This is an optimization exercise on Yosys and OpenROAD, whose aim is small area, not a production implementation. In this exercise RTL edits were held to simulation tests only and were not proved equivalent to the original. No activity file was given, so power comes from the tool's default toggle rates.

==> run F <==
// extra_sketchy
module extra_sketchy(
    input clk,
    input rst,
    input [7:0] sw,
    input btnL,
    input btnR,
    input MISO,
    output SS,
    output MOSI,
    output SCK,
    output Hsync,
    output Vsync,
    output [2:0] vgaRed,
    output [2:0] vgaGreen,
    output [1:0] vgaBlue
    );
    wire [7:0] c8;
    wire fresh, pix, db;
    wire increase, decrease;
    wire [7:0] color;
    reg [7:0] pcolor;
    wire [3:0] radius, pradius;
    wire xb7, x1, x0, yb7, y1, y0, bt, b_edge, p_edge;
    wire [4:0] x, px;
    wire [3:0] y, py;
    wire button, pbutton;
    wire age_ge4, age_ge5, age_le99, age_le103;
    wire active, next_cell;
    wire [4:0] col, hcol;
    wire blank;
    wire [3:0] row, k3;
    wire [7:0] wb0, wb1, wb2, pixel;
    clock divider(clk, rst, c8, fresh, pix, db);
    debouncer debounce(clk, rst, db, btnL, btnR, sw, increase, decrease, color);
    always @(posedge clk)
        if (c8 == 8'd0)
            pcolor <= color;
    radius #(10) radius_controller(clk, rst, increase, decrease, c8 == 8'd1, radius, pradius);
    spi spi_controller(clk, rst, pix, c8[1:0], fresh, MISO, SS, SCK, xb7, x1, x0, yb7, y1, y0, bt, b_edge, p_edge, age_ge4, age_ge5, age_le99, age_le103);
    assign MOSI = 1'b1;
    joystick jstk(clk, rst, b_edge, p_edge, xb7, x1, x0, yb7, y1, y0, bt, x, y, button, px, py, pbutton);
    vga vga_controller(clk, rst, pix, Hsync, Vsync, active, blank, col, row, next_cell);
    image memory(clk, rst, fresh, c8, x, px, y, py, radius, pradius, button, pbutton, b_edge, age_ge4, age_ge5, age_le99, age_le103, color, pcolor, hcol, k3, wb0, wb1, wb2);
    draw drawer(clk, active, blank, col, row, next_cell, hcol, k3, wb0, wb1, wb2, x, y, radius, button, color, pixel);
    assign vgaRed = pixel[2:0];
    assign vgaGreen = pixel[5:3];
    assign vgaBlue = pixel[7:6];
endmodule
Settings: LEC_CHECK=0, CAP_MARGIN=20, CORE_MARGIN=2, CORE_UTILIZATION=50, SLEW_MARGIN=20; clock period 12.0 ns.
standard.sh (not shown) runs the stock make flow with config.mk's settings and CLKGATE_MAP_FILE= SYNTH_SCRIPT=/design/flow/synth_recipe.tcl, a recipe that flattens the netlist after the stock synthesis.
==> flow/flow/run.sh <==
#!/bin/bash
# The standard ORFS flow (the standard.sh, all steps) with two changes:
# the clock tree is built from clkbuf_8 cells in clusters of up to 22 sinks
# and without dummy loads, and the port buffers are buf_1 cells.
# make's full output goes to flow.log; ORFS keeps each step's log under orfs/logs.
set -euo pipefail
bash standard.sh \
  "CTS_ARGS=-sink_clustering_enable -repair_clock_nets -sink_clustering_size 22 -sink_clustering_max_diameter 70 -buf_list sky130_fd_sc_hd__clkbuf_8 -dont_use_dummy_load" \
  "BUFFER_PORTS_ARGS=-buffer_cell sky130_fd_sc_hd__buf_1" \
  finish > flow.log 2>&1
==> run A: changes against run F <==
--- a/flow/design.v
+++ b/flow/design.v
@@ -155,32 +155,52 @@
     input xb7, x1, x0, yb7, y1, y0, bt,
     output reg [4:0] x,
     output reg [3:0] y,
     output reg button,
     output reg [4:0] px,      
     output reg [3:0] py,
     output reg pbutton        
     );
+    function [7:0] addsub;
+        input [7:0] a;
+        input [7:0] b;
+        input sub;
+        integer i;
+        reg c, bb;
+        begin
+            c = sub;
+            for (i = 0; i < 8; i = i + 1) begin
+                bb = b[i] ^ sub;
+                addsub[i] = a[i] ^ bb ^ c;
+                c = (a[i] & bb) | (a[i] & c) | (bb & c);
+            end
+        end
+    endfunction
     reg [5:0] rx;
     reg [6:0] ry;
     wire [1:0] vx = x1 ? {x0, xb7} : ~{x0, xb7};
     wire [1:0] vy = y1 ? {y0, yb7} : ~{y0, yb7};
     wire xup = x1;
-    wire [6:0] tx = xup ? {1'b0, rx} + {3'b0, vx, 2'b0} : {1'b0, rx} - {3'b0, vx, 2'b0};
+    wire [7:0] tx8 = addsub({2'b0, rx}, {4'b0, vx, 2'b0}, !xup);
+    wire [6:0] tx = tx8[6:0];
     wire xover = !tx[6] && tx[5:0] >= 6'd51;
     wire xunder = tx[6];
     wire xclamp = xup && (x > 5'd17 || (x == 5'd17 && tx[5:0] > 6'd28));
-    wire [5:0] txc = tx[5:0] + (xover ? 6'd13 : xunder ? 6'd51 : 6'd0);
+    wire [7:0] txc8 = addsub({2'b0, tx[5:0]}, xover ? 8'd13 : xunder ? 8'd51 : 8'd0, 1'b0);
+    wire [5:0] txc = txc8[5:0];
     wire yup = !y1;
-    wire [7:0] ty = yup ? {1'b0, ry} + {4'b0, vy, 2'b0} : {1'b0, ry} - {4'b0, vy, 2'b0};
+    wire [7:0] ty = addsub({1'b0, ry}, {5'b0, vy, 2'b0}, !yup);
     wire yover = !ty[7] && ty[6:0] >= 7'd68;
     wire yunder = ty[7];
     wire yclamp = yup && (y > 4'd13 || (y == 4'd13 && ty[6:0] > 7'd11));
-    wire [6:0] tyc = ty[6:0] + (yover ? 7'd60 : yunder ? 7'd68 : 7'd0);
+    wire [7:0] tyc8 = addsub({1'b0, ty[6:0]}, yover ? 8'd60 : yunder ? 8'd68 : 8'd0, 1'b0);
+    wire [6:0] tyc = tyc8[6:0];
+    wire [7:0] xpm = addsub({3'b0, x}, 8'd1, xunder);
+    wire [7:0] ypm = addsub({4'b0, y}, 8'd1, yunder);
     always @(posedge clk) begin
         if (rst) begin
             button <= 1'b0;
             x <= 5'd0;
             rx <= 6'd0;
             y <= 4'd0;
             ry <= 7'd0;
         end
@@ -191,33 +211,29 @@
                 if (xclamp) begin
                     x <= 5'd20;
                     rx <= 6'd3;
                 end
                 else if (xunder && x == 5'd0)
                     rx <= 6'd0;
                 else begin
                     rx <= txc;
-                    if (xover)
-                        x <= x + 5'd1;
-                    else if (xunder)
-                        x <= x - 5'd1;
+                    if (xover || xunder)
+                        x <= xpm[4:0];
                 end
                 if (yclamp) begin
                     y <= 4'd15;
                     ry <= 7'd3;
                 end
                 else if (yunder && y == 4'd0)
                     ry <= 7'd0;
                 else begin
                     ry <= tyc;
-                    if (yover)
-                        y <= y + 4'd1;
-                    else if (yunder)
-                        y <= y - 4'd1;
+                    if (yover || yunder)
+                        y <= ypm[3:0];
                 end
             end
         end
     end
     always @(posedge clk) begin
         if (b_edge)
             pbutton <= button;
         if (p_edge) begin
@@ -306,44 +322,86 @@
         end
         else if (hcol == 5'd19) begin
             hcol <= 5'd0;
             k3 <= (k3 == 4'd12) ? 4'd0 : k3 + 4'd3;
         end
         else
             hcol <= hcol + 5'd1;
     end
+    function [5:0] sub6;
+        input [5:0] a;
+        input [5:0] b;
+        integer i;
+        reg c;
+        begin
+            c = 1'b1;
+            for (i = 0; i < 6; i = i + 1) begin
+                sub6[i] = a[i] ^ ~b[i] ^ c;
+                c = (a[i] & ~b[i]) | (a[i] & c) | (~b[i] & c);
+            end
+        end
+    endfunction
+    function [6:0] add7;
+        input [6:0] a;
+        input [6:0] b;
+        integer i;
+        reg c;
+        begin
+            c = 1'b0;
+            for (i = 0; i < 7; i = i + 1) begin
+                add7[i] = a[i] ^ b[i] ^ c;
+                c = (a[i] & b[i]) | (a[i] & c) | (b[i] & c);
+            end
+        end
+    endfunction
+    function [6:0] sub7;
+        input [6:0] a;
+        input [6:0] b;
+        integer i;
+        reg c;
+        begin
+            c = 1'b1;
+            for (i = 0; i < 7; i = i + 1) begin
+                sub7[i] = a[i] ^ ~b[i] ^ c;
+                c = (a[i] & ~b[i]) | (a[i] & c) | (~b[i] & c);
+            end
+        end
+    endfunction
+    function [5:0] neg6;
+        input [5:0] a;
+        integer i;
+        reg c;
+        begin
+            c = 1'b1;
+            for (i = 0; i < 6; i = i + 1) begin
+                neg6[i] = ~a[i] ^ c;
+                c = ~a[i] & c;
+            end
+        end
+    endfunction
     function le;
         input [5:0] a;
         input [5:0] b;
         integer i;
         reg t;
         begin
             t = 1'b1;
             for (i = 0; i < 6; i = i + 1)
                 t = (~a[i] & b[i]) | (~(a[i] & ~b[i]) & t);
             le = t;
         end
     endfunction
-    function ac;
-        input [5:0] d;
-        input [3:0] r;
-        reg [5:0] a;
-        begin
-            a = d[5] ? -d : d;
-            ac = le(a, {2'b0, r});
-        end
-    endfunction
     function [2:0] rw;
         input [5:0] d;
         input [3:0] r;
         reg [6:0] lo, hi;
         begin
-            lo = {d[5], d} - {3'b0, r};
-            hi = {d[5], d} + {3'b0, r};
+            lo = sub7({d[5], d}, {3'b0, r});
+            hi = add7({d[5], d}, {3'b0, r});
             rw[0] = lo[6] | (lo == 7'd0);
             rw[1] = (lo[6] | (lo <= 7'd1)) && !hi[6] && (hi >= 7'd1);
             rw[2] = (lo[6] | (lo <= 7'd2)) && !hi[6] && (hi >= 7'd2);
             rw[0] = rw[0] && !hi[6];
         end
     endfunction
     reg neg, big;
     always @(posedge clk) begin
@@ -374,24 +432,24 @@
     wire sX_ro = rchg && !neg;
     wire [2:0] G, Gn;
     assign G[0] = b | (sB_g && sB_nn);
     assign G[1] = (sR_g && sR_oo) | (sB_g && sB_oo) | (sX_g && sX_ro);
     assign G[2] = (sR_g && !sR_oo) | (sB_g && !sB_oo && !sB_nn) | (sX_g && !sX_ro);
     assign Gn[0] = b | (sB_g && sB_nn && neg);
     assign Gn[1] = (sR_g && sR_oo) | (sB_g && sB_oo && neg) | (sX_g && sX_ro && !big);
     assign Gn[2] = (sR_g && !sR_oo) | (sB_g && !sB_oo && !sB_nn && neg) | (sX_g && !sX_ro && !big);
-    wire [5:0] dxn = {1'b0, x} - {1'b0, hcol};
-    wire [5:0] dxo = {1'b0, px} - {1'b0, hcol};
-    wire [5:0] dyn = {2'b0, y} - {2'b0, k3};
-    wire [5:0] dyo = {2'b0, py} - {2'b0, k3};
+    wire [5:0] dxn = sub6({1'b0, x}, {1'b0, hcol});
+    wire [5:0] dxo = sub6({1'b0, px}, {1'b0, hcol});
+    wire [5:0] dyn = sub6({2'b0, y}, {2'b0, k3});
+    wire [5:0] dyo = sub6({2'b0, py}, {2'b0, k3});
     wire [5:0] dym = mid_on ? dyo : dyn;
     wire [3:0] rm = mid_on ? r : pr;
-    wire [5:0] axn = dxn[5] ? -dxn : dxn;
-    wire [5:0] axo = dxo[5] ? -dxo : dxo;
+    wire [5:0] axn = dxn[5] ? neg6(dxn) : dxn;
+    wire [5:0] axo = dxo[5] ? neg6(dxo) : dxo;
     wire [5:0] axm = mid_on ? axo : axn;
     wire [2:0] colK = {le(axm, {2'b0, rm}), le(axo, {2'b0, pr}), le(axn, {2'b0, r})};
     wire [2:0] rn = rw(dyn, r);
     wire [2:0] ro = rw(dyo, pr);
     wire [2:0] rmm = rw(dym, rm);
     wire [2:0] rowK0 = {rmm[0], ro[0], rn[0]};
     wire [2:0] rowK1 = {rmm[1], ro[1], rn[1]};
     wire [2:0] rowK2 = {rmm[2], ro[2], rn[2]};
@@ -436,22 +494,72 @@
             default: ri = 2'd3;
         endcase
         rk3 = row - {2'b0, ri};
     end
     wire [4:0] qcol = blank ? 5'd0 : col;
     wire [4:0] tcol = blank ? 5'd0 : col + 5'd1;
     wire match = (hcol == tcol) && (k3 == rk3) && (ri != 2'd3);
     wire [7:0] wbd = (ri == 2'd0) ? wb0 : (ri == 2'd1) ? wb1 : wb2;
-    wire [6:0] d = {2'b0, x} - {2'b0, qcol};
-    wire [6:0] lo = d + {3'b0, r};           
-    wire [6:0] hi = {3'b0, r} - d;           
-    wire [5:0] dy = {2'b0, y} - {2'b0, row};
-    wire [5:0] ay = dy[5] ? -dy : dy;
-    wire rowc = ay <= {2'b0, r};
+    function [6:0] add7;
+        input [6:0] a;
+        input [6:0] b;
+        integer i;
+        reg c;
+        begin
+            c = 1'b0;
+            for (i = 0; i < 7; i = i + 1) begin
+                add7[i] = a[i] ^ b[i] ^ c;
+                c = (a[i] & b[i]) | (a[i] & c) | (b[i] & c);
+            end
+        end
+    endfunction
+    function [6:0] sub7;
+        input [6:0] a;
+        input [6:0] b;
+        integer i;
+        reg c;
+        begin
+            c = 1'b1;
+            for (i = 0; i < 7; i = i + 1) begin
+                sub7[i] = a[i] ^ ~b[i] ^ c;
+                c = (a[i] & ~b[i]) | (a[i] & c) | (~b[i] & c);
+            end
+        end
+    endfunction
+    function [5:0] neg6;
+        input [5:0] a;
+        integer i;
+        reg c;
+        begin
+            c = 1'b1;
+            for (i = 0; i < 6; i = i + 1) begin
+                neg6[i] = ~a[i] ^ c;
+                c = ~a[i] & c;
+            end
+        end
+    endfunction
+    function le;
+        input [5:0] a;
+        input [5:0] b;
+        integer i;
+        reg t;
+        begin
+            t = 1'b1;
+            for (i = 0; i < 6; i = i + 1)
+                t = (~a[i] & b[i]) | (~(a[i] & ~b[i]) & t);
+            le = t;
+        end
+    endfunction
+    wire [6:0] d = sub7({2'b0, x}, {2'b0, qcol});
+    wire [6:0] lo = add7(d, {3'b0, r});           
+    wire [6:0] hi = sub7({3'b0, r}, d);           
+    wire [5:0] dy = sub7({3'b0, y}, {3'b0, row});
+    wire [5:0] ay = dy[5] ? neg6(dy) : dy;
+    wire rowc = le(ay, {2'b0, r});
     wire covq = rowc && !lo[6] && !hi[6];
     wire covp = rowc && !lo[6] && (lo != 7'd0) && (!hi[6] || hi == 7'h7f);
     reg [7:0] P, Q;
     wire [7:0] pt = (b && covp) ? color : P;
     always @(posedge clk) begin
         P <= (match && !blank) ? wbd : pt;
         Q <= (match && blank) ? wbd : next_cell ? pt : (b && covq) ? color : Q;
     end
==> notes <==
- Between run F and run A, the lower utilization is in run F (gap 0.069 points).
- Between run A and run F, the lower worst setup slack is in run A (gap 0.35 ns).
- Between run F and run A, the lower clock skew is in run F (gap 0.0095 ns).
- Of run A and run F, run A has the higher sequential share of layout area (gap 1.1 points).
- Against run A, the combinational power of run F is larger by about 12%.
- Of run A and run F, run F has the higher cell count (gap 4.7%, measured against run F).
- In run A the cell area is lower than in run F, by 1.3%.

==> separate check: timing with driven ports <==
How much do the figures lean on ideal ports? The routed layouts below were timed once more, with nothing changed but the port constraints. Step 1, drivers: a clkbuf_16 drives clk and a buf_2 each remaining input, both assumed. Step 2, shift: input delay + t, output delay - t, t = (earliest + latest rising clock arrival at the registers) / 2. This alone moves slack from input paths to output paths. Three values: ideal ports, drivers, drivers and shift; two values: the first two.
| run | shift t [ns] | setup slack, ns | slew at the worst register clock pin (ns) | pins driven straight from the clock port |
|---|---|---|---|---|
| run F | 0.861 | 4.587 / 4.515 / 5.376 | 0.12 / 0.12 | 1 |
| run A | 0.853 | 4.238 / 4.171 / 5.024 | 0.12 / 0.12 | 1 |
After both steps every run listed still meets setup and hold.
